Context: an optimization exercise on an open-source flow, tuned for small area, a short achievable clock period and few clock cycles. The choices shown serve that exercise and are no tape-out recipe. Only simulation tests tie the RTL to the original design; equivalence was not proved. No driver is modelled on the clock port, so clocking that relies on it looks cheaper here than on a real chip.

==> flow/design.v (outline; a module is shown in full before it is edited, if it fits) <==
// module conv_yt: 315 lines
// module mac21: 1393 lines
// module mac21_cpa: 277 lines
module conv_yt(
input             rst,
input             clk,
output            M0_R_req,
output     [31:0] M0_addr,
input      [31:0] M0_R_data,
output     [3:0]  M0_W_req,
output     [31:0] M0_W_data,
output            M1_R_req,
output     [31:0] M1_addr,
input      [31:0] M1_R_data,
output reg [3:0]  M1_W_req,
output     [31:0] M1_W_data,
input             start,
output reg        finish
);
  // ...
==> flow/flow/run.sh <==
#!/bin/bash
# The standard layout (standard.sh) with three additions:
#  - flow/fapol.py, after the standard synthesis: chooses, for each full-adder
#    cell, whether it works on true or complemented signals (a full adder is
#    self-dual), so that fewer inverters are needed between adders; the
#    netlist's function and its registers are unchanged. The standard
#    synthesis's netlist is kept as 1_2_yosys.standard.v;
#  - flow/ports.tcl, before the placement's resizing step: the buffers that
#    buffer_ports puts on the ports become buf_4 instead of the default delay
#    buffer;
#  - flow/post_cts.tcl, after clock tree synthesis: setup repair aimed at a
#    shorter clock period than the design's (the constraints are unchanged).
set -euo pipefail
here=$(pwd)
export PRE_RESIZE_TCL="$here/flow/ports.tcl"
export POST_CTS_TCL="$here/flow/post_cts.tcl"
export FLOW_TARGET_NS=6.0
res="$here/orfs/results/$FLOW_PLATFORM/conv_yt/base"
bash standard.sh synth > "$here/standard_synth.log" 2>&1
cp "$res/1_2_yosys.v" "$here/1_2_yosys.standard.v"
python3 "$here/flow/fapol.py" "$here/1_2_yosys.standard.v" "$res/1_2_yosys.v" > "$here/fapol.log" 2>&1
rm -f "$res/1_synth.odb" "$res/1_synth.sdc"
bash standard.sh > "$here/standard_make.log" 2>&1
==> flow/flow/fapol.py <==
#!/usr/bin/env python3
"""Remove inverters around full adders in a flat gate-level netlist.

A full adder is self-dual: FA(~a, ~b, ~c) = (~sum, ~cout). So each
sky130_fd_sc_hd__fa_* cell may be fed the complements of its inputs, and then
drives the complements of its outputs. Yosys's adder extraction leaves many
inverters between adders; this script picks, for each adder, whether it works
on true or complemented signals so that fewer signals need an inverter, then
rewrites the netlist with one inverter per signal whose complement is still
needed. The function of the netlist is unchanged; registers are untouched.

usage: fapol.py IN.v OUT.v
"""
import re
import sys
from collections import defaultdict

src = open(sys.argv[1]).read()

# ---- parse the single flat module ----
cell_re = re.compile(r"^  (sky130_fd_sc_hd__\w+) (\\\S+ |\S+) \((.*?)\n  \);\n", re.S | re.M)
pin_re = re.compile(r"\.(\w+)\(((?:\\\S+ )|[^()]*?)\)")
cells = []
for m in cell_re.finditer(src):
    typ, name, body = m.group(1), m.group(2), m.group(3)
    pins = [(p, n.strip()) for p, n in pin_re.findall(body)]
    cells.append([typ, name, pins, m.start(), m.end()])

OUTPINS = {"X", "Y", "Q", "Q_N", "SUM", "COUT", "HI", "LO"}


def is_inv_type(t):
    return re.fullmatch(r"sky130_fd_sc_hd__(clk)?inv_\d+", t) is not None


port_out = set(re.findall(r"^\s*output (?:\[\d+:\d+\] )?(\S+);", src, re.M))
keep = set()
for ci, c in enumerate(cells):
    if is_inv_type(c[0]):
        y = dict(c[2])["Y"]
        if y.split("[")[0] in port_out:
            keep.add(ci)


def is_inv(t, ci=None):
    return is_inv_type(t) and ci not in keep


def is_fa(t):
    return re.fullmatch(r"sky130_fd_sc_hd__fa_\d+", t) is not None


driver = {}
for ci, (typ, name, pins, _, _) in enumerate(cells):
    for p, n in pins:
        if p in OUTPINS:
            driver[n] = (ci, p)

# the logical source of a net: follow inverters back; (source net, inversion)
def source(n):
    inv = 0
    seen = 0
    while n in driver and is_inv(cells[driver[n][0]][0], driver[n][0]) and seen < 100:
        ci = driver[n][0]
        n = dict(cells[ci][2])["A"]
        inv ^= 1
        seen += 1
    return n, inv


const_re = re.compile(r"^\d+'[bh][01]$")
fa_ids = [ci for ci, c in enumerate(cells) if is_fa(c[0])]
fa_of_net = {}
for ci in fa_ids:
    for p, n in cells[ci][2]:
        if p in ("SUM", "COUT"):
            fa_of_net[n] = ci

# loads of each logical signal: (kind, id, pin, inversion)
#   kind "fa": input pin of an adder; kind "fix": any other use, which must
#   see the original polarity
loads = defaultdict(list)
for ci, (typ, name, pins, _, _) in enumerate(cells):
    if is_inv(typ, ci):
        continue
    for p, n in pins:
        if p in OUTPINS:
            continue
        s, inv = source(n)
        if const_re.match(s):
            continue
        loads[s].append(("fa" if is_fa(typ) else "fix", ci, p, inv))
# nets that leave the module (ports) keep their polarity
assign_re = re.compile(r"^  assign (.*?) = (.*?);$", re.M)
for lhs, rhs in assign_re.findall(src):
    s, inv = source(rhs.strip())
    loads[s].append(("fix", -1, lhs, inv))
for n in list(driver):
    base = n.split("[")[0]
    if base in port_out:
        s, inv = source(n)
        loads[s].append(("fix", -1, n, inv))

d = {ci: 0 for ci in fa_ids}
# adders that drive a port, or a net with an escaped name, keep their polarity
frozen = set()
for ci in fa_ids:
    for p, n in cells[ci][2]:
        if p in ("SUM", "COUT") and (n.split("[")[0] in port_out or not re.fullmatch(r"[A-Za-z_][A-Za-z0-9_$]*", n)):
            frozen.add(ci)


def phys(s):
    ci = fa_of_net.get(s)
    return d[ci] if ci is not None else 0


def need(s):
    """1 if some load of signal s needs the complement of what its driver gives."""
    ps = phys(s)
    for kind, ci, p, inv in loads[s]:
        want = inv ^ (d[ci] if kind == "fa" else 0)
        if want != ps:
            return 1
    return 0


fa_in = {ci: [source(n) for p, n in cells[ci][2] if p in ("A", "B", "CIN")] for ci in fa_ids}
fa_out = {ci: [n for p, n in cells[ci][2] if p in ("SUM", "COUT")] for ci in fa_ids}


def touched(ci):
    ss = set(s for s, _ in fa_in[ci] if not const_re.match(s)) | set(fa_out[ci])
    return ss


before = sum(need(s) for s in loads)
for it in range(20):
    changed = 0
    for ci in fa_ids:
        if ci in frozen:
            continue
        ss = touched(ci)
        cur = sum(need(s) for s in ss)
        d[ci] ^= 1
        new = sum(need(s) for s in ss)
        if new < cur:
            changed += 1
        else:
            d[ci] ^= 1
    if not changed:
        break
after = sum(need(s) for s in loads)

# ---- rewrite ----
def esc(n):
    return n + " " if n.startswith("\\") else n



# complement nets: one inverter per signal that needs one
comp = {}
newcells = []
k = 0
for s in loads:
    if need(s):
        k += 1
        nn = f"_fapol_n{k}_"
        comp[s] = nn
        newcells.append((s, nn, k))


def pname(s):
    """the net that a signal's driver drives: renamed when complemented"""
    return s + "_fapol" if phys(s) else s


def net_for(s, want):
    """the physical net that carries logical signal s ^ want"""
    if const_re.match(s):
        width, val = s.split("'")
        bit = int(val[1:], 2 if val[0] == "b" else 16) & 1
        return f"1'b{bit ^ want}"
    return esc(pname(s)) if phys(s) == want else comp[s]


out = []
pos = 0
for ci, (typ, name, pins, a, b) in enumerate(cells):
    out.append(src[pos:a])
    pos = b
    if is_inv(typ, ci):
        continue  # replaced by the inverters above
    lines = []
    for p, n in pins:
        if p in OUTPINS:
            lines.append(f"    .{p}({esc(pname(n)) if is_fa(typ) else esc(n)})")
        else:
            s, inv = source(n)
            want = inv ^ (d[ci] if is_fa(typ) else 0)
            lines.append(f"    .{p}({net_for(s, want)})")
    out.append(f"  {typ} {name} (\n" + ",\n".join(lines) + "\n  );\n")
out.append(src[pos:])
res = "".join(out)
# declare the new nets and add the inverters before endmodule
decl = "".join(f"  wire {comp[s]};\n" for s in comp)
decl += "".join(f"  wire {n}_fapol;\n" for ci in fa_ids if d[ci] for n in fa_out[ci])
invs = "".join(f"  sky130_fd_sc_hd__inv_1 _fapol_i{k}_ (\n    .A({esc(pname(s))}),\n    .Y({nn})\n  );\n" for s, nn, k in newcells)
idx = res.rindex("endmodule")
res = res[:idx] + invs + res[idx:]
first_cell = re.search(r"^  sky130_fd_sc_hd__", res, re.M).start()
res = res[:first_cell] + decl + res[first_cell:]
# nets driven only through inverters that no longer exist: drive them again
# (ports and other fixed users were counted as loads, so they are covered)
open(sys.argv[2], "w").write(res)
ninv_before = sum(1 for ci, c in enumerate(cells) if is_inv(c[0], ci))
print(f"fapol: {len(fa_ids)} adders, {sum(d.values())} complemented; inverters {ninv_before} -> {len(comp)}"
      f" (signals needing one: {before} -> {after})")
==> flow/flow/ports.tcl <==
# Port buffers: the buffers buffer_ports put on every input and output, as a
# stronger, faster buffer than the default delay cell.
set n 0
foreach inst [[ord::get_db_block] getInsts] {
  set name [$inst getName]
  if {[regexp {^(input|output)[0-9]+$} $name] && [[$inst getMaster] getName] eq "sky130_fd_sc_hd__clkdlybuf4s50_1"} {
    replace_cell $name sky130_fd_sc_hd__buf_4
    incr n
  }
}
puts "ports.tcl: replaced $n port buffers"
==> flow/flow/post_cts.tcl <==
set target $::env(FLOW_TARGET_NS)
set margin [expr {$::env(FLOW_PERIOD_NS) - $target}]
puts "post_cts.tcl: repair_timing -setup_margin $margin (target $target ns)"
estimate_parasitics -placement
repair_timing -setup -setup_margin $margin -verbose
detailed_placement
check_placement -verbose
estimate_parasitics -placement
report_worst_slack -max
==> flow/standard.sh <==
#!/bin/bash
# synth_recipe.tcl (not shown) runs the flow's synth.tcl, then flattens the netlist and writes it again
# the make line also repeats each setting of config.mk as NAME=value (left out here)
make -C /OpenROAD-flow-scripts/flow DESIGN_CONFIG=/design/flow/config.mk WORK_HOME=/design/flow/orfs CLKGATE_MAP_FILE= SYNTH_SCRIPT=/design/flow/synth_recipe.tcl "${@:-finish}"
==> flow/config.mk <==
export PLATFORM = sky130hd
export DESIGN_NAME = conv_yt
export DESIGN_NICKNAME = conv_yt
export VERILOG_FILES = /design/flow/design.v
export SDC_FILE = /design/flow/constraint.sdc
export NUM_CORES = 4
export LEC_CHECK = 0
export ABC_AREA = 1
export CAP_MARGIN = 20
export CORE_MARGIN = 2
export CORE_UTILIZATION = 40
export SLEW_MARGIN = 70
==> flow/constraint.sdc <==
create_clock -name core_clock -period 26.0 [get_ports {clk}]
set_input_delay 5.2000 -clock core_clock [delete_from_list [all_inputs] [get_ports {clk}]]
set_output_delay 5.2000 -clock core_clock [all_outputs]
set_load 0.01 [all_outputs]
==> out/results.ini, run 1 <==
[timing]
post-route-period-util_pct = 24.9
worst_slack_ns = 19.52

[layout]
mostFrequentLayoutCell = xor2_1
nClkBuffers = 65
drive_above_1_share_pct = 14.3
largest_register_ffs = 93
seq_share_pct = 16.8

[global_route]
grt-ovfl-total = 0
busiest_layer = met2
grt_use_met2_pct = 46.7

[floorplanning]
die-area_um2 = 128000
die_height_um = 358
core_region_area_um2 = 124000

[setup_path]
r2r-start = s0[0][10]
rr_endpoint = acc0[18]
crit_end = acc0[18]
path_cells = clkinv_2, o22ai_1, xor2_1, fa_1, fa_1, fa_1, fa_1, fa_1, ha_2, a21oi_4, o21ai_1, a21oi_1, o21ai_0, nand2_1, nand2_1, nor2_4, fa_1, o22ai_1, o21bai_1
reg2reg_depth = 19

[route]
dr.max_layer_used = met5
detail_route.wl_per_cell_um = 28.1
routedLengthMet1_um = 78300

[clock_network]
clock-sinks = 442

[outcome]
status = complete, no violations

[hold_path]
min_path_cells = 0

Testbench counts, summed over its fixed seeds: cycles 52,752.
==> module mac21_cpa, before the edit <==
module mac21_cpa(input [47:0] a, input [47:0] b, output [47:0] s);
  wire [47:0] p = a ^ b;
  wire [47:0] g = a & b;
  wire G1 = g[1] | (p[1] & g[0]);
  wire G2 = g[3] | (p[3] & g[2]);
  wire P2 = p[3] & p[2];
  wire G3 = g[5] | (p[5] & g[4]);
  wire P3 = p[5] & p[4];
  wire G4 = g[7] | (p[7] & g[6]);
  wire P4 = p[7] & p[6];
  wire G5 = g[9] | (p[9] & g[8]);
  wire P5 = p[9] & p[8];
  wire G6 = g[11] | (p[11] & g[10]);
  wire P6 = p[11] & p[10];
  wire G7 = g[13] | (p[13] & g[12]);
  wire P7 = p[13] & p[12];
  wire G8 = g[15] | (p[15] & g[14]);
  wire P8 = p[15] & p[14];
  wire G9 = g[17] | (p[17] & g[16]);
  wire P9 = p[17] & p[16];
  wire G10 = g[19] | (p[19] & g[18]);
  wire P10 = p[19] & p[18];
  wire G11 = g[21] | (p[21] & g[20]);
  wire P11 = p[21] & p[20];
  wire G12 = g[23] | (p[23] & g[22]);
  wire P12 = p[23] & p[22];
  wire G13 = g[25] | (p[25] & g[24]);
  wire P13 = p[25] & p[24];
  wire G14 = g[27] | (p[27] & g[26]);
  wire P14 = p[27] & p[26];
  wire G15 = g[29] | (p[29] & g[28]);
  wire P15 = p[29] & p[28];
  wire G16 = g[31] | (p[31] & g[30]);
  wire P16 = p[31] & p[30];
  wire G17 = g[33] | (p[33] & g[32]);
  wire P17 = p[33] & p[32];
  wire G18 = g[35] | (p[35] & g[34]);
  wire P18 = p[35] & p[34];
  wire G19 = g[37] | (p[37] & g[36]);
  wire P19 = p[37] & p[36];
  wire G20 = g[39] | (p[39] & g[38]);
  wire P20 = p[39] & p[38];
  wire G21 = g[41] | (p[41] & g[40]);
  wire P21 = p[41] & p[40];
  wire G22 = g[43] | (p[43] & g[42]);
  wire P22 = p[43] & p[42];
  wire G23 = g[45] | (p[45] & g[44]);
  wire P23 = p[45] & p[44];
  wire G24 = g[47] | (p[47] & g[46]);
  wire P24 = p[47] & p[46];
  wire G25 = G2 | (P2 & G1);
  wire G26 = G3 | (P3 & G2);
  wire P26 = P3 & P2;
  wire G27 = G4 | (P4 & G3);
  wire P27 = P4 & P3;
  wire G28 = G5 | (P5 & G4);
  wire P28 = P5 & P4;
  wire G29 = G6 | (P6 & G5);
  wire P29 = P6 & P5;
  wire G30 = G7 | (P7 & G6);
  wire P30 = P7 & P6;
  wire G31 = G8 | (P8 & G7);
  wire P31 = P8 & P7;
  wire G32 = G9 | (P9 & G8);
  wire P32 = P9 & P8;
  wire G33 = G10 | (P10 & G9);
  wire P33 = P10 & P9;
  wire G34 = G11 | (P11 & G10);
  wire P34 = P11 & P10;
  wire G35 = G12 | (P12 & G11);
  wire P35 = P12 & P11;
  wire G36 = G13 | (P13 & G12);
  wire P36 = P13 & P12;
  wire G37 = G14 | (P14 & G13);
  wire P37 = P14 & P13;
  wire G38 = G15 | (P15 & G14);
  wire P38 = P15 & P14;
  wire G39 = G16 | (P16 & G15);
  wire P39 = P16 & P15;
  wire G40 = G17 | (P17 & G16);
  wire P40 = P17 & P16;
  wire G41 = G18 | (P18 & G17);
  wire P41 = P18 & P17;
  wire G42 = G19 | (P19 & G18);
  wire P42 = P19 & P18;
  wire G43 = G20 | (P20 & G19);
  wire P43 = P20 & P19;
  wire G44 = G21 | (P21 & G20);
  wire P44 = P21 & P20;
  wire G45 = G22 | (P22 & G21);
  wire P45 = P22 & P21;
  wire G46 = G23 | (P23 & G22);
  wire P46 = P23 & P22;
  wire G47 = G24 | (P24 & G23);
  wire P47 = P24 & P23;
  wire G48 = G26 | (P26 & G1);
  wire G49 = G27 | (P27 & G25);
  wire G50 = G28 | (P28 & G26);
  wire P50 = P28 & P26;
  wire G51 = G29 | (P29 & G27);
  wire P51 = P29 & P27;
  wire G52 = G30 | (P30 & G28);
  wire P52 = P30 & P28;
  wire G53 = G31 | (P31 & G29);
  wire P53 = P31 & P29;
  wire G54 = G32 | (P32 & G30);
  wire P54 = P32 & P30;
  wire G55 = G33 | (P33 & G31);
  wire P55 = P33 & P31;
  wire G56 = G34 | (P34 & G32);
  wire P56 = P34 & P32;
  wire G57 = G35 | (P35 & G33);
  wire P57 = P35 & P33;
  wire G58 = G36 | (P36 & G34);
  wire P58 = P36 & P34;
  wire G59 = G37 | (P37 & G35);
  wire P59 = P37 & P35;
  wire G60 = G38 | (P38 & G36);
  wire P60 = P38 & P36;
  wire G61 = G39 | (P39 & G37);
  wire P61 = P39 & P37;
  wire G62 = G40 | (P40 & G38);
  wire P62 = P40 & P38;
  wire G63 = G41 | (P41 & G39);
  wire P63 = P41 & P39;
  wire G64 = G42 | (P42 & G40);
  wire P64 = P42 & P40;
  wire G65 = G43 | (P43 & G41);
  wire P65 = P43 & P41;
  wire G66 = G44 | (P44 & G42);
  wire P66 = P44 & P42;
  wire G67 = G45 | (P45 & G43);
  wire P67 = P45 & P43;
  wire G68 = G46 | (P46 & G44);
  wire P68 = P46 & P44;
  wire G69 = G47 | (P47 & G45);
  wire P69 = P47 & P45;
  wire G70 = G50 | (P50 & G1);
  wire G71 = G51 | (P51 & G25);
  wire G72 = G52 | (P52 & G48);
  wire G73 = G53 | (P53 & G49);
  wire G74 = G54 | (P54 & G50);
  wire P74 = P54 & P50;
  wire G75 = G55 | (P55 & G51);
  wire P75 = P55 & P51;
  wire G76 = G56 | (P56 & G52);
  wire P76 = P56 & P52;
  wire G77 = G57 | (P57 & G53);
  wire P77 = P57 & P53;
  wire G78 = G58 | (P58 & G54);
  wire P78 = P58 & P54;
  wire G79 = G59 | (P59 & G55);
  wire P79 = P59 & P55;
  wire G80 = G60 | (P60 & G56);
  wire P80 = P60 & P56;
  wire G81 = G61 | (P61 & G57);
  wire P81 = P61 & P57;
  wire G82 = G62 | (P62 & G58);
  wire P82 = P62 & P58;
  wire G83 = G63 | (P63 & G59);
  wire P83 = P63 & P59;
  wire G84 = G64 | (P64 & G60);
  wire P84 = P64 & P60;
  wire G85 = G65 | (P65 & G61);
  wire P85 = P65 & P61;
  wire G86 = G66 | (P66 & G62);
  wire P86 = P66 & P62;
  wire G87 = G67 | (P67 & G63);
  wire P87 = P67 & P63;
  wire G88 = G68 | (P68 & G64);
  wire P88 = P68 & P64;
  wire G89 = G69 | (P69 & G65);
  wire P89 = P69 & P65;
  wire G90 = G74 | (P74 & G1);
  wire G91 = G75 | (P75 & G25);
  wire G92 = G76 | (P76 & G48);
  wire G93 = G77 | (P77 & G49);
  wire G94 = G78 | (P78 & G70);
  wire G95 = G79 | (P79 & G71);
  wire G96 = G80 | (P80 & G72);
  wire G97 = G81 | (P81 & G73);
  wire G98 = G82 | (P82 & G74);
  wire P98 = P82 & P74;
  wire G99 = G83 | (P83 & G75);
  wire P99 = P83 & P75;
  wire G100 = G84 | (P84 & G76);
  wire P100 = P84 & P76;
  wire G101 = G85 | (P85 & G77);
  wire P101 = P85 & P77;
  wire G102 = G86 | (P86 & G78);
  wire P102 = P86 & P78;
  wire G103 = G87 | (P87 & G79);
  wire P103 = P87 & P79;
  wire G104 = G88 | (P88 & G80);
  wire P104 = P88 & P80;
  wire G105 = G89 | (P89 & G81);
  wire P105 = P89 & P81;
  wire G106 = G98 | (P98 & G1);
  wire G107 = G99 | (P99 & G25);
  wire G108 = G100 | (P100 & G48);
  wire G109 = G101 | (P101 & G49);
  wire G110 = G102 | (P102 & G70);
  wire G111 = G103 | (P103 & G71);
  wire G112 = G104 | (P104 & G72);
  wire G113 = G105 | (P105 & G73);
  wire G114 = g[2] | (p[2] & G1);
  wire G115 = g[4] | (p[4] & G25);
  wire G116 = g[6] | (p[6] & G48);
  wire G117 = g[8] | (p[8] & G49);
  wire G118 = g[10] | (p[10] & G70);
  wire G119 = g[12] | (p[12] & G71);
  wire G120 = g[14] | (p[14] & G72);
  wire G121 = g[16] | (p[16] & G73);
  wire G122 = g[18] | (p[18] & G90);
  wire G123 = g[20] | (p[20] & G91);
  wire G124 = g[22] | (p[22] & G92);
  wire G125 = g[24] | (p[24] & G93);
  wire G126 = g[26] | (p[26] & G94);
  wire G127 = g[28] | (p[28] & G95);
  wire G128 = g[30] | (p[30] & G96);
  wire G129 = g[32] | (p[32] & G97);
  wire G130 = g[34] | (p[34] & G106);
  wire G131 = g[36] | (p[36] & G107);
  wire G132 = g[38] | (p[38] & G108);
  wire G133 = g[40] | (p[40] & G109);
  wire G134 = g[42] | (p[42] & G110);
  wire G135 = g[44] | (p[44] & G111);
  wire G136 = g[46] | (p[46] & G112);
  assign s[0] = p[0];
  assign s[1] = p[1] ^ g[0];
  assign s[2] = p[2] ^ G1;
  assign s[3] = p[3] ^ G114;
  assign s[4] = p[4] ^ G25;
  assign s[5] = p[5] ^ G115;
  assign s[6] = p[6] ^ G48;
  assign s[7] = p[7] ^ G116;
  assign s[8] = p[8] ^ G49;
  assign s[9] = p[9] ^ G117;
  assign s[10] = p[10] ^ G70;
  assign s[11] = p[11] ^ G118;
  assign s[12] = p[12] ^ G71;
  assign s[13] = p[13] ^ G119;
  assign s[14] = p[14] ^ G72;
  assign s[15] = p[15] ^ G120;
  assign s[16] = p[16] ^ G73;
  assign s[17] = p[17] ^ G121;
  assign s[18] = p[18] ^ G90;
  assign s[19] = p[19] ^ G122;
  assign s[20] = p[20] ^ G91;
  assign s[21] = p[21] ^ G123;
  assign s[22] = p[22] ^ G92;
  assign s[23] = p[23] ^ G124;
  assign s[24] = p[24] ^ G93;
  assign s[25] = p[25] ^ G125;
  assign s[26] = p[26] ^ G94;
  assign s[27] = p[27] ^ G126;
  assign s[28] = p[28] ^ G95;
  assign s[29] = p[29] ^ G127;
  assign s[30] = p[30] ^ G96;
  assign s[31] = p[31] ^ G128;
  assign s[32] = p[32] ^ G97;
  assign s[33] = p[33] ^ G129;
  assign s[34] = p[34] ^ G106;
  assign s[35] = p[35] ^ G130;
  assign s[36] = p[36] ^ G107;
  assign s[37] = p[37] ^ G131;
  assign s[38] = p[38] ^ G108;
  assign s[39] = p[39] ^ G132;
  assign s[40] = p[40] ^ G109;
  assign s[41] = p[41] ^ G133;
  assign s[42] = p[42] ^ G110;
  assign s[43] = p[43] ^ G134;
  assign s[44] = p[44] ^ G111;
  assign s[45] = p[45] ^ G135;
  assign s[46] = p[46] ^ G112;
  assign s[47] = p[47] ^ G136;
endmodule
==> run 2: changes to the inputs <==
--- a/flow/design.v
+++ b/flow/design.v
@@ -1759,179 +1759,83 @@
   wire G25 = G2 | (P2 & G1);
-  wire G26 = G3 | (P3 & G2);
-  wire P26 = P3 & P2;
-  wire G27 = G4 | (P4 & G3);
-  wire P27 = P4 & P3;
-  wire G28 = G5 | (P5 & G4);
-  wire P28 = P5 & P4;
-  wire G29 = G6 | (P6 & G5);
-  wire P29 = P6 & P5;
-  wire G30 = G7 | (P7 & G6);
-  wire P30 = P7 & P6;
-  wire G31 = G8 | (P8 & G7);
-  wire P31 = P8 & P7;
-  wire G32 = G9 | (P9 & G8);
-  wire P32 = P9 & P8;
-  wire G33 = G10 | (P10 & G9);
-  wire P33 = P10 & P9;
-  wire G34 = G11 | (P11 & G10);
-  wire P34 = P11 & P10;
-  wire G35 = G12 | (P12 & G11);
-  wire P35 = P12 & P11;
-  wire G36 = G13 | (P13 & G12);
-  wire P36 = P13 & P12;
-  wire G37 = G14 | (P14 & G13);
-  wire P37 = P14 & P13;
-  wire G38 = G15 | (P15 & G14);
-  wire P38 = P15 & P14;
-  wire G39 = G16 | (P16 & G15);
-  wire P39 = P16 & P15;
-  wire G40 = G17 | (P17 & G16);
-  wire P40 = P17 & P16;
-  wire G41 = G18 | (P18 & G17);
-  wire P41 = P18 & P17;
-  wire G42 = G19 | (P19 & G18);
-  wire P42 = P19 & P18;
-  wire G43 = G20 | (P20 & G19);
-  wire P43 = P20 & P19;
-  wire G44 = G21 | (P21 & G20);
-  wire P44 = P21 & P20;
-  wire G45 = G22 | (P22 & G21);
-  wire P45 = P22 & P21;
-  wire G46 = G23 | (P23 & G22);
-  wire P46 = P23 & P22;
-  wire G47 = G24 | (P24 & G23);
-  wire P47 = P24 & P23;
-  wire G48 = G26 | (P26 & G1);
-  wire G49 = G27 | (P27 & G25);
-  wire G50 = G28 | (P28 & G26);
-  wire P50 = P28 & P26;
-  wire G51 = G29 | (P29 & G27);
-  wire P51 = P29 & P27;
-  wire G52 = G30 | (P30 & G28);
-  wire P52 = P30 & P28;
-  wire G53 = G31 | (P31 & G29);
-  wire P53 = P31 & P29;
-  wire G54 = G32 | (P32 & G30);
-  wire P54 = P32 & P30;
-  wire G55 = G33 | (P33 & G31);
-  wire P55 = P33 & P31;
-  wire G56 = G34 | (P34 & G32);
-  wire P56 = P34 & P32;
-  wire G57 = G35 | (P35 & G33);
-  wire P57 = P35 & P33;
-  wire G58 = G36 | (P36 & G34);
-  wire P58 = P36 & P34;
-  wire G59 = G37 | (P37 & G35);
-  wire P59 = P37 & P35;
-  wire G60 = G38 | (P38 & G36);
-  wire P60 = P38 & P36;
-  wire G61 = G39 | (P39 & G37);
-  wire P61 = P39 & P37;
-  wire G62 = G40 | (P40 & G38);
-  wire P62 = P40 & P38;
-  wire G63 = G41 | (P41 & G39);
-  wire P63 = P41 & P39;
-  wire G64 = G42 | (P42 & G40);
-  wire P64 = P42 & P40;
-  wire G65 = G43 | (P43 & G41);
-  wire P65 = P43 & P41;
-  wire G66 = G44 | (P44 & G42);
-  wire P66 = P44 & P42;
-  wire G67 = G45 | (P45 & G43);
-  wire P67 = P45 & P43;
-  wire G68 = G46 | (P46 & G44);
-  wire P68 = P46 & P44;
-  wire G69 = G47 | (P47 & G45);
-  wire P69 = P47 & P45;
-  wire G70 = G50 | (P50 & G1);
-  wire G71 = G51 | (P51 & G25);
-  wire G72 = G52 | (P52 & G48);
-  wire G73 = G53 | (P53 & G49);
-  wire G74 = G54 | (P54 & G50);
-  wire P74 = P54 & P50;
-  wire G75 = G55 | (P55 & G51);
-  wire P75 = P55 & P51;
-  wire G76 = G56 | (P56 & G52);
-  wire P76 = P56 & P52;
-  wire G77 = G57 | (P57 & G53);
-  wire P77 = P57 & P53;
-  wire G78 = G58 | (P58 & G54);
-  wire P78 = P58 & P54;
-  wire G79 = G59 | (P59 & G55);
-  wire P79 = P59 & P55;
-  wire G80 = G60 | (P60 & G56);
-  wire P80 = P60 & P56;
-  wire G81 = G61 | (P61 & G57);
-  wire P81 = P61 & P57;
-  wire G82 = G62 | (P62 & G58);
-  wire P82 = P62 & P58;
-  wire G83 = G63 | (P63 & G59);
-  wire P83 = P63 & P59;
-  wire G84 = G64 | (P64 & G60);
-  wire P84 = P64 & P60;
-  wire G85 = G65 | (P65 & G61);
-  wire P85 = P65 & P61;
-  wire G86 = G66 | (P66 & G62);
-  wire P86 = P66 & P62;
-  wire G87 = G67 | (P67 & G63);
-  wire P87 = P67 & P63;
-  wire G88 = G68 | (P68 & G64);
-  wire P88 = P68 & P64;
-  wire G89 = G69 | (P69 & G65);
-  wire P89 = P69 & P65;
-  wire G90 = G74 | (P74 & G1);
-  wire G91 = G75 | (P75 & G25);
-  wire G92 = G76 | (P76 & G48);
-  wire G93 = G77 | (P77 & G49);
-  wire G94 = G78 | (P78 & G70);
-  wire G95 = G79 | (P79 & G71);
-  wire G96 = G80 | (P80 & G72);
-  wire G97 = G81 | (P81 & G73);
-  wire G98 = G82 | (P82 & G74);
-  wire P98 = P82 & P74;
-  wire G99 = G83 | (P83 & G75);
-  wire P99 = P83 & P75;
-  wire G100 = G84 | (P84 & G76);
-  wire P100 = P84 & P76;
-  wire G101 = G85 | (P85 & G77);
-  wire P101 = P85 & P77;
-  wire G102 = G86 | (P86 & G78);
-  wire P102 = P86 & P78;
-  wire G103 = G87 | (P87 & G79);
-  wire P103 = P87 & P79;
-  wire G104 = G88 | (P88 & G80);
-  wire P104 = P88 & P80;
-  wire G105 = G89 | (P89 & G81);
-  wire P105 = P89 & P81;
-  wire G106 = G98 | (P98 & G1);
-  wire G107 = G99 | (P99 & G25);
-  wire G108 = G100 | (P100 & G48);
-  wire G109 = G101 | (P101 & G49);
-  wire G110 = G102 | (P102 & G70);
-  wire G111 = G103 | (P103 & G71);
-  wire G112 = G104 | (P104 & G72);
-  wire G113 = G105 | (P105 & G73);
-  wire G114 = g[2] | (p[2] & G1);
-  wire G115 = g[4] | (p[4] & G25);
-  wire G116 = g[6] | (p[6] & G48);
-  wire G117 = g[8] | (p[8] & G49);
-  wire G118 = g[10] | (p[10] & G70);
-  wire G119 = g[12] | (p[12] & G71);
-  wire G120 = g[14] | (p[14] & G72);
-  wire G121 = g[16] | (p[16] & G73);
-  wire G122 = g[18] | (p[18] & G90);
-  wire G123 = g[20] | (p[20] & G91);
-  wire G124 = g[22] | (p[22] & G92);
-  wire G125 = g[24] | (p[24] & G93);
-  wire G126 = g[26] | (p[26] & G94);
-  wire G127 = g[28] | (p[28] & G95);
-  wire G128 = g[30] | (p[30] & G96);
-  wire G129 = g[32] | (p[32] & G97);
-  wire G130 = g[34] | (p[34] & G106);
-  wire G131 = g[36] | (p[36] & G107);
-  wire G132 = g[38] | (p[38] & G108);
-  wire G133 = g[40] | (p[40] & G109);
-  wire G134 = g[42] | (p[42] & G110);
-  wire G135 = g[44] | (p[44] & G111);
-  wire G136 = g[46] | (p[46] & G112);
+  wire G26 = G4 | (P4 & G3);
+  wire P26 = P4 & P3;
+  wire G27 = G6 | (P6 & G5);
+  wire P27 = P6 & P5;
+  wire G28 = G8 | (P8 & G7);
+  wire P28 = P8 & P7;
+  wire G29 = G10 | (P10 & G9);
+  wire P29 = P10 & P9;
+  wire G30 = G12 | (P12 & G11);
+  wire P30 = P12 & P11;
+  wire G31 = G14 | (P14 & G13);
+  wire P31 = P14 & P13;
+  wire G32 = G16 | (P16 & G15);
+  wire P32 = P16 & P15;
+  wire G33 = G18 | (P18 & G17);
+  wire P33 = P18 & P17;
+  wire G34 = G20 | (P20 & G19);
+  wire P34 = P20 & P19;
+  wire G35 = G22 | (P22 & G21);
+  wire P35 = P22 & P21;
+  wire G36 = G24 | (P24 & G23);
+  wire P36 = P24 & P23;
+  wire G37 = G26 | (P26 & G25);
+  wire G38 = G28 | (P28 & G27);
+  wire P38 = P28 & P27;
+  wire G39 = G30 | (P30 & G29);
+  wire P39 = P30 & P29;
+  wire G40 = G32 | (P32 & G31);
+  wire P40 = P32 & P31;
+  wire G41 = G34 | (P34 & G33);
+  wire P41 = P34 & P33;
+  wire G42 = G36 | (P36 & G35);
+  wire P42 = P36 & P35;
+  wire G43 = G38 | (P38 & G37);
+  wire G44 = G40 | (P40 & G39);
+  wire P44 = P40 & P39;
+  wire G45 = G42 | (P42 & G41);
+  wire P45 = P42 & P41;
+  wire G46 = G44 | (P44 & G43);
+  wire G47 = G45 | (P45 & G46);
+  wire G48 = G39 | (P39 & G43);
+  wire G49 = G41 | (P41 & G46);
+  wire G50 = G27 | (P27 & G37);
+  wire G51 = G29 | (P29 & G43);
+  wire G52 = G31 | (P31 & G48);
+  wire G53 = G33 | (P33 & G46);
+  wire G54 = G35 | (P35 & G49);
+  wire G55 = G3 | (P3 & G25);
+  wire G56 = G5 | (P5 & G37);
+  wire G57 = G7 | (P7 & G50);
+  wire G58 = G9 | (P9 & G43);
+  wire G59 = G11 | (P11 & G51);
+  wire G60 = G13 | (P13 & G48);
+  wire G61 = G15 | (P15 & G52);
+  wire G62 = G17 | (P17 & G46);
+  wire G63 = G19 | (P19 & G53);
+  wire G64 = G21 | (P21 & G49);
+  wire G65 = G23 | (P23 & G54);
+  wire G66 = g[2] | (p[2] & G1);
+  wire G67 = g[4] | (p[4] & G25);
+  wire G68 = g[6] | (p[6] & G55);
+  wire G69 = g[8] | (p[8] & G37);
+  wire G70 = g[10] | (p[10] & G56);
+  wire G71 = g[12] | (p[12] & G50);
+  wire G72 = g[14] | (p[14] & G57);
+  wire G73 = g[16] | (p[16] & G43);
+  wire G74 = g[18] | (p[18] & G58);
+  wire G75 = g[20] | (p[20] & G51);
+  wire G76 = g[22] | (p[22] & G59);
+  wire G77 = g[24] | (p[24] & G48);
+  wire G78 = g[26] | (p[26] & G60);
+  wire G79 = g[28] | (p[28] & G52);
+  wire G80 = g[30] | (p[30] & G61);
+  wire G81 = g[32] | (p[32] & G46);
+  wire G82 = g[34] | (p[34] & G62);
+  wire G83 = g[36] | (p[36] & G53);
+  wire G84 = g[38] | (p[38] & G63);
+  wire G85 = g[40] | (p[40] & G49);
+  wire G86 = g[42] | (p[42] & G64);
+  wire G87 = g[44] | (p[44] & G54);
+  wire G88 = g[46] | (p[46] & G65);
   assign s[0] = p[0];
@@ -1939,47 +1843,47 @@
   assign s[2] = p[2] ^ G1;
-  assign s[3] = p[3] ^ G114;
+  assign s[3] = p[3] ^ G66;
   assign s[4] = p[4] ^ G25;
-  assign s[5] = p[5] ^ G115;
-  assign s[6] = p[6] ^ G48;
-  assign s[7] = p[7] ^ G116;
-  assign s[8] = p[8] ^ G49;
-  assign s[9] = p[9] ^ G117;
-  assign s[10] = p[10] ^ G70;
-  assign s[11] = p[11] ^ G118;
-  assign s[12] = p[12] ^ G71;
-  assign s[13] = p[13] ^ G119;
-  assign s[14] = p[14] ^ G72;
-  assign s[15] = p[15] ^ G120;
-  assign s[16] = p[16] ^ G73;
-  assign s[17] = p[17] ^ G121;
-  assign s[18] = p[18] ^ G90;
-  assign s[19] = p[19] ^ G122;
-  assign s[20] = p[20] ^ G91;
-  assign s[21] = p[21] ^ G123;
-  assign s[22] = p[22] ^ G92;
-  assign s[23] = p[23] ^ G124;
-  assign s[24] = p[24] ^ G93;
-  assign s[25] = p[25] ^ G125;
-  assign s[26] = p[26] ^ G94;
-  assign s[27] = p[27] ^ G126;
-  assign s[28] = p[28] ^ G95;
-  assign s[29] = p[29] ^ G127;
-  assign s[30] = p[30] ^ G96;
-  assign s[31] = p[31] ^ G128;
-  assign s[32] = p[32] ^ G97;
-  assign s[33] = p[33] ^ G129;
-  assign s[34] = p[34] ^ G106;
-  assign s[35] = p[35] ^ G130;
-  assign s[36] = p[36] ^ G107;
-  assign s[37] = p[37] ^ G131;
-  assign s[38] = p[38] ^ G108;
-  assign s[39] = p[39] ^ G132;
-  assign s[40] = p[40] ^ G109;
-  assign s[41] = p[41] ^ G133;
-  assign s[42] = p[42] ^ G110;
-  assign s[43] = p[43] ^ G134;
-  assign s[44] = p[44] ^ G111;
-  assign s[45] = p[45] ^ G135;
-  assign s[46] = p[46] ^ G112;
-  assign s[47] = p[47] ^ G136;
+  assign s[5] = p[5] ^ G67;
+  assign s[6] = p[6] ^ G55;
+  assign s[7] = p[7] ^ G68;
+  assign s[8] = p[8] ^ G37;
+  assign s[9] = p[9] ^ G69;
+  assign s[10] = p[10] ^ G56;
+  assign s[11] = p[11] ^ G70;
+  assign s[12] = p[12] ^ G50;
+  assign s[13] = p[13] ^ G71;
+  assign s[14] = p[14] ^ G57;
+  assign s[15] = p[15] ^ G72;
+  assign s[16] = p[16] ^ G43;
+  assign s[17] = p[17] ^ G73;
+  assign s[18] = p[18] ^ G58;
+  assign s[19] = p[19] ^ G74;
+  assign s[20] = p[20] ^ G51;
+  assign s[21] = p[21] ^ G75;
+  assign s[22] = p[22] ^ G59;
+  assign s[23] = p[23] ^ G76;
+  assign s[24] = p[24] ^ G48;
+  assign s[25] = p[25] ^ G77;
+  assign s[26] = p[26] ^ G60;
+  assign s[27] = p[27] ^ G78;
+  assign s[28] = p[28] ^ G52;
+  assign s[29] = p[29] ^ G79;
+  assign s[30] = p[30] ^ G61;
+  assign s[31] = p[31] ^ G80;
+  assign s[32] = p[32] ^ G46;
+  assign s[33] = p[33] ^ G81;
+  assign s[34] = p[34] ^ G62;
+  assign s[35] = p[35] ^ G82;
+  assign s[36] = p[36] ^ G53;
+  assign s[37] = p[37] ^ G83;
+  assign s[38] = p[38] ^ G63;
+  assign s[39] = p[39] ^ G84;
+  assign s[40] = p[40] ^ G49;
+  assign s[41] = p[41] ^ G85;
+  assign s[42] = p[42] ^ G64;
+  assign s[43] = p[43] ^ G86;
+  assign s[44] = p[44] ^ G54;
+  assign s[45] = p[45] ^ G87;
+  assign s[46] = p[46] ^ G65;
+  assign s[47] = p[47] ^ G88;
 endmodule
--- a/flow/flow/run.sh
+++ b/flow/flow/run.sh
@@ -16,3 +16,3 @@
 export POST_CTS_TCL="$here/flow/post_cts.tcl"
-export FLOW_TARGET_NS=6.0
+export FLOW_TARGET_NS=6.2
 res="$here/orfs/results/$FLOW_PLATFORM/conv_yt/base"
==> run 2 against run 1 <==
Cell area fell by 2.1%. Fmax barely moved. Sequential share of layout area grew 0.39 points. Critical path depth grew 4. Sequential cell count unchanged. Global-route usage down 1.6 points. Register-to-register slack about the same.
==> out/results.ini, run 2 <==
[outcome]
status = complete, no violations  ; unchanged

[global_route]
grt_pass1_vias = 42300  ; was 43500
grt_max_degree = 46  ; was 73
grt-ovfl-total = 0  ; unchanged
track_usage_pct = 30.6  ; was 32.2%
grt_pass1_wl_um = 284000  ; was 301000 µm
antenna_found_initial = 6  ; was 7

[clock_network]
cts_tree = done  ; unchanged
clk_pin_slew_ns = 0.07  ; was 0.06 ns
clock-sinks = 442  ; unchanged
clock_latency_ns = 0.68  ; was 0.67 ns

[timing]
rsz0062_at_grt = no  ; unchanged
worst_slack_ns = 19.52  ; about the same
tns_ns = 0  ; unchanged
hold_violations = 0  ; unchanged
final-max-slew-violation-count = 0  ; unchanged
tightest_slew_ns = 0.512  ; was 0.499 ns
slew-limit-headroom_pct = 65.8  ; was 66.4%
final-setup-viol-count = 0  ; unchanged
period_minus_slack_ns = 6.48  ; about the same
post-route-period-util_pct = 24.9  ; about the same
finClkSkew_ns = 0.0349  ; was 0.0461 ns
max_freq_mhz = 154  ; about the same

[route]
drcViolationCount = 0  ; unchanged
drt_pass1_iterations = 7  ; was 8
viasPerCell = 5.91  ; was 6.00
drtAntennaViolNets = 0  ; unchanged
drt-total-wl_um = 195000  ; was 208000 µm
via_count = 42200  ; was 44400
drt_iter0_drc = 5050  ; was 5468
detail_route.wl_per_cell_um = 27.4  ; was 28.1 µm

[floorplanning]
initial_utilization_pct = 40.2  ; was 40.4%
core_region_area_um2 = 122000  ; was 124000 µm²
row_count = 128  ; was 129
die_height_um = 354  ; was 358 µm
pin_count = 206  ; unchanged
die-area_um2 = 125000  ; was 128000 µm²
die_w_um = 354  ; was 358 µm

[layout]
finalNetCount = 6418  ; was 6673
largest_register_ffs = 93  ; unchanged
multi_input_area_um2 = 35500  ; was 37200 µm²
layout.area.seq_um2 = 9560  ; was 9540 µm²
fillers = 11500  ; was 11900
reg_top3 = s0 (93), s1 (63), s2 (63)  ; unchanged
final_cell_mix = xor2_1, o22ai_1, fa_1  ; unchanged
syn2layout_area_growth_pct = 13.9  ; was 13.5%
top_register = s0  ; unchanged
drive_above_1_share_pct = 14.1  ; was 14.3%
mostFrequentLayoutCell = xor2_1  ; unchanged

[setup_path]
cp_max_fo = 20  ; unchanged
critical-path-top-delay-family = adder cells  ; unchanged
crit_top_cell = fa_1  ; unchanged
critPathRequiredTime_ns = 26.58  ; was 26.57 ns
reg2reg_slack_ns = 19.52  ; about the same
path_cells = clkinv_2, o22ai_1, xor2_1, fa_1, fa_1, fa_1, fa_1, fa_1, ha_4, nand2_1, inv_1, nand2_1, nand2_1, a21oi_1, nand2_2, nand3_1, nand2_1, a21oi_2, nor2_1, nor2_1, fa_1, o22ai_1, o21bai_1  ; was clkinv_2, o22ai_1, xor2_1, fa_1, fa_1, fa_1, fa_1, fa_1, ha_2, a21oi_4, o21ai_1, a21oi_1, o21ai_0, nand2_1, nand2_1, nor2_4, fa_1, o22ai_1, o21bai_1
crit_type = register to register  ; unchanged
cp_slowest_cell = fa_1  ; unchanged
cp.buffers_inverters = 2  ; was 1
end_kind = register  ; unchanged
arrival_ns = 7.06  ; was 7.05 ns
start_kind = register  ; unchanged
slowest_delay_ns = 0.59  ; was 0.57 ns

[synth]
ys_warn_count = 7  ; unchanged
avgSynthCellArea_um2 = 8.87  ; was 8.62 µm²
synth_area_um2 = 48900  ; was 50100 µm²
synthCells = 5514  ; was 5814

[job]
cap_violations = 0  ; unchanged

[placement]
preCtsSetupSlack_ns = 18.82  ; was 19.15 ns
place_hpwl_um = 132000  ; was 151000 µm
numPortBuffers = 91  ; unchanged
gp_congestion = 0.953  ; was 0.966

[hold_path]
min_path_type = register to register  ; unchanged

==> run 2: layout make-up <==
class / instances / share of cell area (%)
clock buffers: 67 / 2.64
inverters: 727 / 5.53
repair buffers: 305 / 6.64
clock inverters: 32 / 0.620
well taps: 1625 / 3.65
repair inverters: 8 / 0.126
multi-input cells: 3930 / 63.7
diodes: 1 / 0.00449
flip-flops and latches: 442 / 17.2
==> run 2: routing by layer <==
metal,share of wire [%],vias to the layer above,global-route usage (%)
li1,-,17900,-
met1,37,20600,38.7
met2,41,3025,44.8
met3,14,668,11.0
met4,7.2,4,17.9
met5,0.068,-,0.679
==> run 2: worst paths after layout <==
kind,cells after the start,endpoint,start
hold / removal,0,s1[0][8],s2[0][8]
hold reg to reg,0,s1[0][8],s2[0][8]
setup / recovery,23,acc1[14],s0[1][20]
setup reg to reg,23,acc1[14],s0[1][20]
==> run 2: metrics by stage <==
stage                     area (µm²)  instances  hold slack (ns)  util, %
after floorplan                49200       5594            0.310        -
after global placement         50600       6905            0.310     41.6
after detailed placement       51200       6925            0.312     42.1
after global routing           55700       7136            0.321     45.9
final                          55700       7137            0.318     45.9
Testbench counts of run 2, summed over its fixed seeds: cycles 52,752.
==> run 3: changes to the inputs <==
--- a/flow/flow/run.sh
+++ b/flow/flow/run.sh
@@ -16,3 +16,3 @@
 export POST_CTS_TCL="$here/flow/post_cts.tcl"
-export FLOW_TARGET_NS=6.2
+export FLOW_TARGET_NS=5.8
 res="$here/orfs/results/$FLOW_PLATFORM/conv_yt/base"
==> run 3 against run 2 <==
Fmax grew 1.0%. Area after synthesis unchanged. Synthesized cell count unchanged. Sequential cell count unchanged. Sequential share of layout area fell by 0.62 points. Largest cell class unchanged.
==> out/results.ini, run 3 <==
[floorplanning]
row_count = 128  ; unchanged
die-area_um2 = 125000  ; unchanged
initial_utilization_pct = 40.2  ; unchanged
die_height_um = 354  ; unchanged
core_region_area_um2 = 122000  ; unchanged
pin_count = 206  ; unchanged
die_w_um = 354  ; unchanged

[placement]
numPortBuffers = 91  ; unchanged
place_hpwl_um = 132000  ; unchanged
gp_congestion = 0.953  ; unchanged
preCtsSetupSlack_ns = 18.82  ; unchanged

[layout]
reg_top3 = s0 (93), s1 (63), s2 (63)  ; unchanged
top_register = s0  ; unchanged
syn2layout_area_growth_pct = 18.7  ; was 13.9%
mostFrequentLayoutCell = xor2_1  ; unchanged
final_cell_mix = xor2_1, o22ai_1, inv_1  ; was xor2_1, o22ai_1, fa_1
drive_above_1_share_pct = 19.1  ; was 14.1%
finalNetCount = 6515  ; was 6418
largest_register_ffs = 93  ; unchanged
fillers = 11200  ; was 11500

[timing]
holdWs_ns = 0.319  ; was 0.318 ns
final-setup-viol-count = 0  ; unchanged
tns_ns = 0  ; unchanged
worst_slack_ns = 19.59  ; was 19.52 ns
finClkSkew_ns = 0.0423  ; was 0.0349 ns
max_freq_mhz = 156  ; was 154 MHz
hold_violations = 0  ; unchanged
rsz0062_at_grt = no  ; unchanged
post-route-period-util_pct = 24.7  ; was 24.9%
period_minus_slack_ns = 6.41  ; was 6.48 ns
final-max-slew-violation-count = 0  ; unchanged

[setup_path]
cp_slowest_cell = dfxtp_4  ; was fa_1
slowest_delay_ns = 0.41  ; was 0.59 ns
cp_max_fo = 5  ; was 20
arrival_ns = 1.21  ; was 7.06 ns
critPathRequiredTime_ns = 20.80  ; was 26.58 ns
critical-path-top-delay-family = flip-flops  ; was adder cells
critical_path.startpoint = raddr[7]  ; was s0[1][20]
end_kind = primary output  ; was register
crit_type = register to primary output  ; was register to register
cp.buffers_inverters = 1  ; was 2
start_kind = register  ; unchanged
cp_num_cells = 1  ; was 23
path_cells = buf_6  ; was clkinv_2, o22ai_1, xor2_1, fa_1, fa_1, fa_1, fa_1, fa_1, ha_4, nand2_1, inv_1, nand2_1, nand2_1, a21oi_1, nand2_2, nand3_1, nand2_1, a21oi_2, nor2_1, nor2_1, fa_1, o22ai_1, o21bai_1
reg2reg_depth = 25  ; was 23
r2r-start = s0[1][21]  ; was s0[1][20]

[route]
drt-total-wl_um = 203000  ; was 195000 µm
detail_route.wl_per_cell_um = 28.0  ; was 27.4 µm
via_count = 43100  ; was 42200
drt_pass1_iterations = 8  ; was 7
viasPerCell = 5.96  ; was 5.91
drt_iter0_drc = 5007  ; was 5050
drcViolationCount = 0  ; unchanged
drtAntennaViolNets = 0  ; unchanged

[clock_network]
clk_pin_slew_ns = 0.07  ; about the same
cts_tree = done  ; unchanged
clock-sinks = 442  ; unchanged
clock_latency_ns = 0.69  ; was 0.68 ns

[global_route]
grt-ovfl-total = 0  ; unchanged
antenna_found_initial = 7  ; was 6
grt_pass1_wl_um = 293000  ; was 284000 µm
track_usage_pct = 31.8  ; was 30.6%
grt_pass1_vias = 43500  ; was 42300
grt_max_degree = 46  ; unchanged

[synth]
synth_area_um2 = 48900  ; unchanged
ys_warn_count = 7  ; unchanged
avgSynthCellArea_um2 = 8.87  ; unchanged
synthCells = 5514  ; unchanged

[hold_path]
min_path_type = register to register  ; unchanged
min_from = s2[0][8]  ; unchanged
min_path_cells = 0  ; unchanged

[outcome]
status = complete, no violations  ; unchanged

[job]
cap_violations = 0  ; unchanged

run 3: final timing paths:
kind	end	slack, ns
max reg2reg	acc1[31]	19.77
max	M0_addr[9]	19.59
min reg2reg	s1[0][8]	0.32
min	s1[0][8]	0.32
run 3: metal layers:
layer	vias up	track usage, %	part of all wire, %
li1	18100	-	-
met1	21100	39.5	36
met2	3173	45.9	41
met3	806	12.3	14
met4	8	20.3	7.8
met5	-	1.62	0.15
run 3: area by class of cell:
cell class / instances / area, µm² / share of cell area, %
multi-input cells: 3930 / 36500 / 62.9
diodes: 3 / 7.51 / 0.0129
repair buffers: 395 / 4800 / 8.27
flip-flops and latches: 442 / 9600 / 16.5
well taps: 1625 / 2030 / 3.50
repair inverters: 15 / 134 / 0.231
clock inverters: 32 / 345 / 0.595
clock buffers: 67 / 1470 / 2.53
inverters: 727 / 3160 / 5.44
run 3: worst register-to-register path: stages, from the launching register on:
cell and delay, ns:
dfxtp_1 0.37, clkinv_2 0.36, o22ai_2 0.31, xor2_1 0.19, fa_1 0.46, fa_1 0.51
fa_1 0.53, fa_1 0.56, fa_1 0.59, ha_4 0.23, a21oi_1 0.17, nand2_2 0.12
nand2_1 0.08, nand2_2 0.07, a21oi_2 0.19, nand2_4 0.10, nand2_2 0.10, nand2_4 0.09
nand2_2 0.09, nand2_2 0.07, nand2_1 0.09, nand2_2 0.07, fa_2 0.34, or2_2 0.30
nand3_1 0.07, nand3_1 0.07
run 3: through the flow:
stage	std cells	area, µm²	util [%]
2_1_floorplan	5594	49200	-
3_3_place_gp	6905	50600	41.6
3_5_place_dp	6925	51200	42.1
5_1_grt	7233	58100	47.8
6_report	7236	58100	47.8
==> run 4: changes to the inputs <==
--- a/flow/flow/run.sh
+++ b/flow/flow/run.sh
@@ -16,3 +16,3 @@
 export POST_CTS_TCL="$here/flow/post_cts.tcl"
-export FLOW_TARGET_NS=5.8
+export FLOW_TARGET_NS=6.0
 res="$here/orfs/results/$FLOW_PLATFORM/conv_yt/base"
==> run 4 against run 3 <==
Clock-buffer cell count is the same. Critical path depth is the same. Critical path type unchanged. Critical endpoint is now M1_W_data[14]. Highest routed layer unchanged.
==> out/results.ini, run 4 <==
[outcome]
status = complete, no violations  ; unchanged

[floorplanning]
pin_count = 206  ; unchanged
die_height_um = 354  ; unchanged
core_region_area_um2 = 122000  ; unchanged
row_count = 128  ; unchanged
die_w_um = 354  ; unchanged
die-area_um2 = 125000  ; unchanged
initial_utilization_pct = 40.2  ; unchanged

[setup_path]
cp_slowest_cell = dfxtp_4  ; unchanged
arrival_ns = 1.21  ; about the same
critPathRequiredTime_ns = 20.80  ; about the same
reg2reg_depth = 27  ; was 25
critical-path-top-delay-family = flip-flops  ; unchanged
end_kind = primary output  ; unchanged
cp_max_fo = 2  ; was 5
rr_endpoint = acc0[31]  ; was acc1[31]
crit_type = register to primary output  ; unchanged
cp.buffers_inverters = 1  ; unchanged
slowest_delay_ns = 0.41  ; about the same
reg2reg_slack_ns = 19.77  ; about the same
start_kind = register  ; unchanged
path_cells = buf_6  ; unchanged
r2r-start = s0[0][12]  ; was s0[1][21]
cp_num_cells = 1  ; unchanged

[route]
drt_iter0_drc = 5103  ; was 5007
drtAntennaViolNets = 0  ; unchanged
detail_route.wl_per_cell_um = 27.9  ; was 28.0 µm
via_count = 42900  ; was 43100
drcViolationCount = 0  ; unchanged
viasPerCell = 5.97  ; was 5.96
drt_pass1_iterations = 7  ; was 8
drt-total-wl_um = 200000  ; was 203000 µm

[layout]
mostFrequentLayoutCell = xor2_1  ; unchanged
syn2layout_area_growth_pct = 16.1  ; was 18.7%
fin_area_um2 = 56800  ; was 58100 µm²
drive_above_1_share_pct = 16.2  ; was 19.1%
top_register = s0  ; unchanged
reg_top3 = s0 (93), s1 (63), s2 (63)  ; unchanged
largest_register_ffs = 93  ; unchanged
finalNetCount = 6464  ; was 6515
final_cell_mix = xor2_1, o22ai_1, inv_1  ; unchanged

[synth]
synth_area_um2 = 48900  ; unchanged
avgSynthCellArea_um2 = 8.87  ; unchanged
ys_warn_count = 7  ; unchanged
synthCells = 5514  ; unchanged

[timing]
period_minus_slack_ns = 6.41  ; about the same
slew-limit-headroom_pct = 68.3
tightest_slew_ns = 0.462
post-route-period-util_pct = 24.6  ; was 24.7%
finClkSkew_ns = 0.0417  ; was 0.0423 ns
max_freq_mhz = 156  ; about the same
tns_ns = 0  ; unchanged
final-max-slew-violation-count = 0  ; unchanged
final-setup-viol-count = 0  ; unchanged
hold_violations = 0  ; unchanged
rsz0062_at_grt = no  ; unchanged

[hold_path]
min_path_cells = 0  ; unchanged
min_path_type = register to register  ; unchanged
hold_end = s1[0][8]  ; unchanged
min_from = s2[0][8]  ; unchanged

[clock_network]
clk_pin_slew_ns = 0.07  ; about the same
cts_tree = done  ; unchanged
clock-sinks = 442  ; unchanged
clock_latency_ns = 0.69  ; about the same

[global_route]
grt_pass1_wl_um = 290000  ; was 293000 µm
antenna_found_initial = 10  ; was 7
track_usage_pct = 31.4  ; was 31.8%
grt_pass1_vias = 42900  ; was 43500
grt_max_degree = 46  ; unchanged
grt-ovfl-total = 0  ; unchanged

[placement]
numPortBuffers = 91  ; unchanged
place_area_um2 = 51200  ; unchanged
gp_congestion = 0.953  ; unchanged
place_hpwl_um = 132000  ; unchanged

[job]
cap_violations = 0  ; unchanged

run 4: final cells by class:
cell class                      count  area, µm²
Antenna cell                        2       5.00
Fill cell                       11400      64800
Inverter                          727       3150
Multi-Input combinational cell   3930      35800
Clock inverter                     32        345
Timing Repair inverter             15        131
Tap cell                         1625       2030
Timing Repair Buffer              344       4220
Clock buffer                       67       1470
Sequential cell                   442       9600
run 4: worst max path at each step:
stage               from       endpoint  slack [ns]
2_1_floorplan        rst          dld_b       19.80
3_3_place_gp          sh       acc2[14]       18.00
3_5_place_dp          sh       acc2[14]       18.82
5_1_grt        s0[0][12]       acc0[14]       19.42
6_report        acc2[14]  M1_W_data[14]       19.59
run 4: metal layers:
layer | share of wire [%] | GRT usage [%]
met5 | 0.030 | 0.151
met4 | 7.5 | 19.1
met3 | 14 | 12.0
met2 | 41 | 45.8
met1 | 36 | 39.2
run 4: per-stage QoR:
stage / hold slack [ns] / utilization [%] / instances / worst slack, ns
final: 0.320 / 46.7 / 7184 / 19.59
after global routing: 0.321 / 46.7 / 7182 / 19.42
after detailed placement: 0.312 / 42.1 / 6925 / 18.82
after global placement: 0.310 / 41.6 / 6905 / 18.00
after floorplan: 0.310 / - / 5594 / 19.80
==> run 5: changes to the inputs <==
--- a/flow/config.mk
+++ b/flow/config.mk
@@ -11,2 +11,2 @@
 export CORE_UTILIZATION = 40
-export SLEW_MARGIN = 70
+export SLEW_MARGIN = 20
==> run 5 against run 4 <==
Still clean on timing, DRC and antenna. Worst setup slack got worse by 0.033 ns. Utilization increased by 0.97 points. Cell count rose by 2.2%. Critical path type unchanged.
==> out/results.ini, run 5 <==
[placement]
preCtsSetupSlack_ns = 17.94  ; was 18.82 ns
numPortBuffers = 91  ; unchanged
gp_congestion = 0.953  ; unchanged
place_hpwl_um = 130000  ; was 132000 µm

[timing]
final-setup-viol-count = 0  ; unchanged
holdWs_ns = 0.317  ; was 0.320 ns
period_minus_slack_ns = 6.44  ; was 6.41 ns
hold_violations = 0  ; unchanged
final-max-slew-violation-count = 0  ; unchanged
tightest_slew_ns = 1.04  ; was 0.462 ns
slew-limit-headroom_pct = 30.9  ; was 68.3%
finClkSkew_ns = 0.0526  ; was 0.0417 ns
worst_slack_ns = 19.56  ; was 19.59 ns
max_freq_mhz = 155  ; was 156 MHz
rsz0062_at_grt = no  ; unchanged
tns_ns = 0  ; unchanged
post-route-period-util_pct = 24.8  ; was 24.6%

[setup_path]
critical-path-top-delay-family = flip-flops  ; unchanged
crit_type = register to primary output  ; unchanged
r2r-start = px[13]  ; was s0[0][12]
path_cells = buf_6  ; unchanged
slowest_delay_ns = 0.42  ; was 0.41 ns
start_kind = register  ; unchanged
arrival_ns = 1.24  ; was 1.21 ns
critical_path.startpoint = acc2[14]  ; unchanged
reg2reg_slack_ns = 19.74  ; was 19.77 ns
cp_max_fo = 2  ; unchanged
cp.buffers_inverters = 1  ; unchanged
end_kind = primary output  ; unchanged
rr_endpoint = acc2[14]  ; was acc0[31]
cp_slowest_cell = dfxtp_4  ; unchanged
reg2reg_depth = 25  ; was 27
critPathRequiredTime_ns = 20.80  ; about the same

[route]
drt-total-wl_um = 208000  ; was 200000 µm
detail_route.wl_per_cell_um = 28.3  ; was 27.9 µm
drcViolationCount = 0  ; unchanged
via_count = 44000  ; was 42900
viasPerCell = 5.99  ; was 5.97
drt_iter0_drc = 5948  ; was 5103
drtAntennaViolNets = 0  ; unchanged
drt_pass1_iterations = 10  ; was 7

[layout]
drive_above_1_share_pct = 18.4  ; was 16.2%
finalNetCount = 6623  ; was 6464
reg_top3 = s0 (93), s1 (63), s2 (63)  ; unchanged
fillers = 11300  ; was 11400
final_core_util_pct = 47.7  ; was 46.7%
mostFrequentLayoutCell = xor2_1  ; unchanged
top_register = s0  ; unchanged
final_cell_mix = xor2_1, o22ai_1, inv_1  ; unchanged
syn2layout_area_growth_pct = 18.5  ; was 16.1%
largest_register_ffs = 93  ; unchanged

[global_route]
grt_max_degree = 88  ; was 46
grt_pass1_vias = 43900  ; was 42900
antenna_found_initial = 7  ; was 10
track_usage_pct = 32.6  ; was 31.4%
grt-ovfl-total = 0  ; unchanged
grt_pass1_wl_um = 299000  ; was 290000 µm

[synth]
synthCells = 5514  ; unchanged
synth_area_um2 = 48900  ; unchanged
avgSynthCellArea_um2 = 8.87  ; unchanged
ys_warn_count = 7  ; unchanged

[floorplanning]
die_w_um = 354  ; unchanged
die_height_um = 354  ; unchanged
core_region_area_um2 = 122000  ; unchanged
initial_utilization_pct = 40.2  ; unchanged
pin_count = 206  ; unchanged
row_count = 128  ; unchanged
die-area_um2 = 125000  ; unchanged

[clock_network]
clock-sinks = 442  ; unchanged
clock_latency_ns = 0.69  ; about the same
clk_pin_slew_ns = 0.07  ; about the same
cts_tree = done  ; unchanged

[outcome]
status = complete, no violations  ; unchanged

[hold_path]
min_from = s2[2][16]  ; was s2[0][8]
min_path_cells = 0  ; unchanged
min_path_type = register to register  ; unchanged
hold_end = s1[2][16]  ; was s1[0][8]

[job]
cap_violations = 0  ; unchanged

## run 5: through the flow
| stage | cells | cell area (µm²) |
|---|---|---|
| global placement | 6905 | 50600 |
| finish | 7343 | 58000 |
| floorplan | 5594 | 49200 |
| detailed placement | 6905 | 50300 |
| global route | 7340 | 58000 |
## run 5: worst max path at each step
stage                                to  slack [ns]  depth (start not counted)
after global placement         acc2[14]       18.00                         24
after floorplan                   dld_b       19.80                          4
final                     M1_W_data[14]       19.56                          1
after detailed placement       acc2[14]       17.94                         24
after global routing           acc1[31]       19.41                         36
## run 5: per-layer routing
metal | vias to the layer above | part of all wire, % | GRT usage (%)
met5 | - | 0.13 | 1.13
met3 | 878 | 16 | 14.9
li1 | 18300 | - | -
met1 | 21300 | 36 | 39.8
met2 | 3526 | 40 | 46.5
met4 | 12 | 7.7 | 19.9
## run 5: cell type report
class,count,area (µm²),share of cell area (%)
inverters,727,3190,5.50
flip-flops and latches,442,9680,16.7
repair inverters,51,359,0.620
repair buffers,468,5120,8.83
clock buffers,70,1500,2.59
well taps,1625,2030,3.51
diodes,3,7.51,0.0130
clock inverters,27,284,0.490
multi-input cells,3930,35800,61.8

==> re-timing with driven ports <==
How much do the figures lean on ideal ports? The routed layouts below were timed once more, with nothing changed but the port constraints.
Step 1 assumes that a clkbuf_16 drives the clock port and a buf_2 every other input.
Step 2 moves the port delays by t, midway between the first and last clock arrival at a register: inputs arrive t later, outputs are due t later. That takes back most of the time a late clock gives input paths.
a / b / c = ideal ports / drivers / drivers and shift; a / b = the first two.
run	t (ns)	slack for setup (ns)	worst register clock-pin slew, ns
run 1	0.720	19.518 / 19.518 / 19.110	0.07 / 0.07
run 2	0.735	19.523 / 19.519 / 19.110	0.07 / 0.07
run 3	0.742	19.590 / 19.516 / 19.507	0.07 / 0.07
run 4	0.739	19.592 / 19.518 / 19.285	0.07 / 0.07
run 5	0.738	19.558 / 19.484 / 19.303	0.07 / 0.07
After both steps setup and hold are still met in every run listed. For run 2, which loses most, drivers alone change the setup slack by -0.004 ns; drivers and shift together by -0.413 ns.
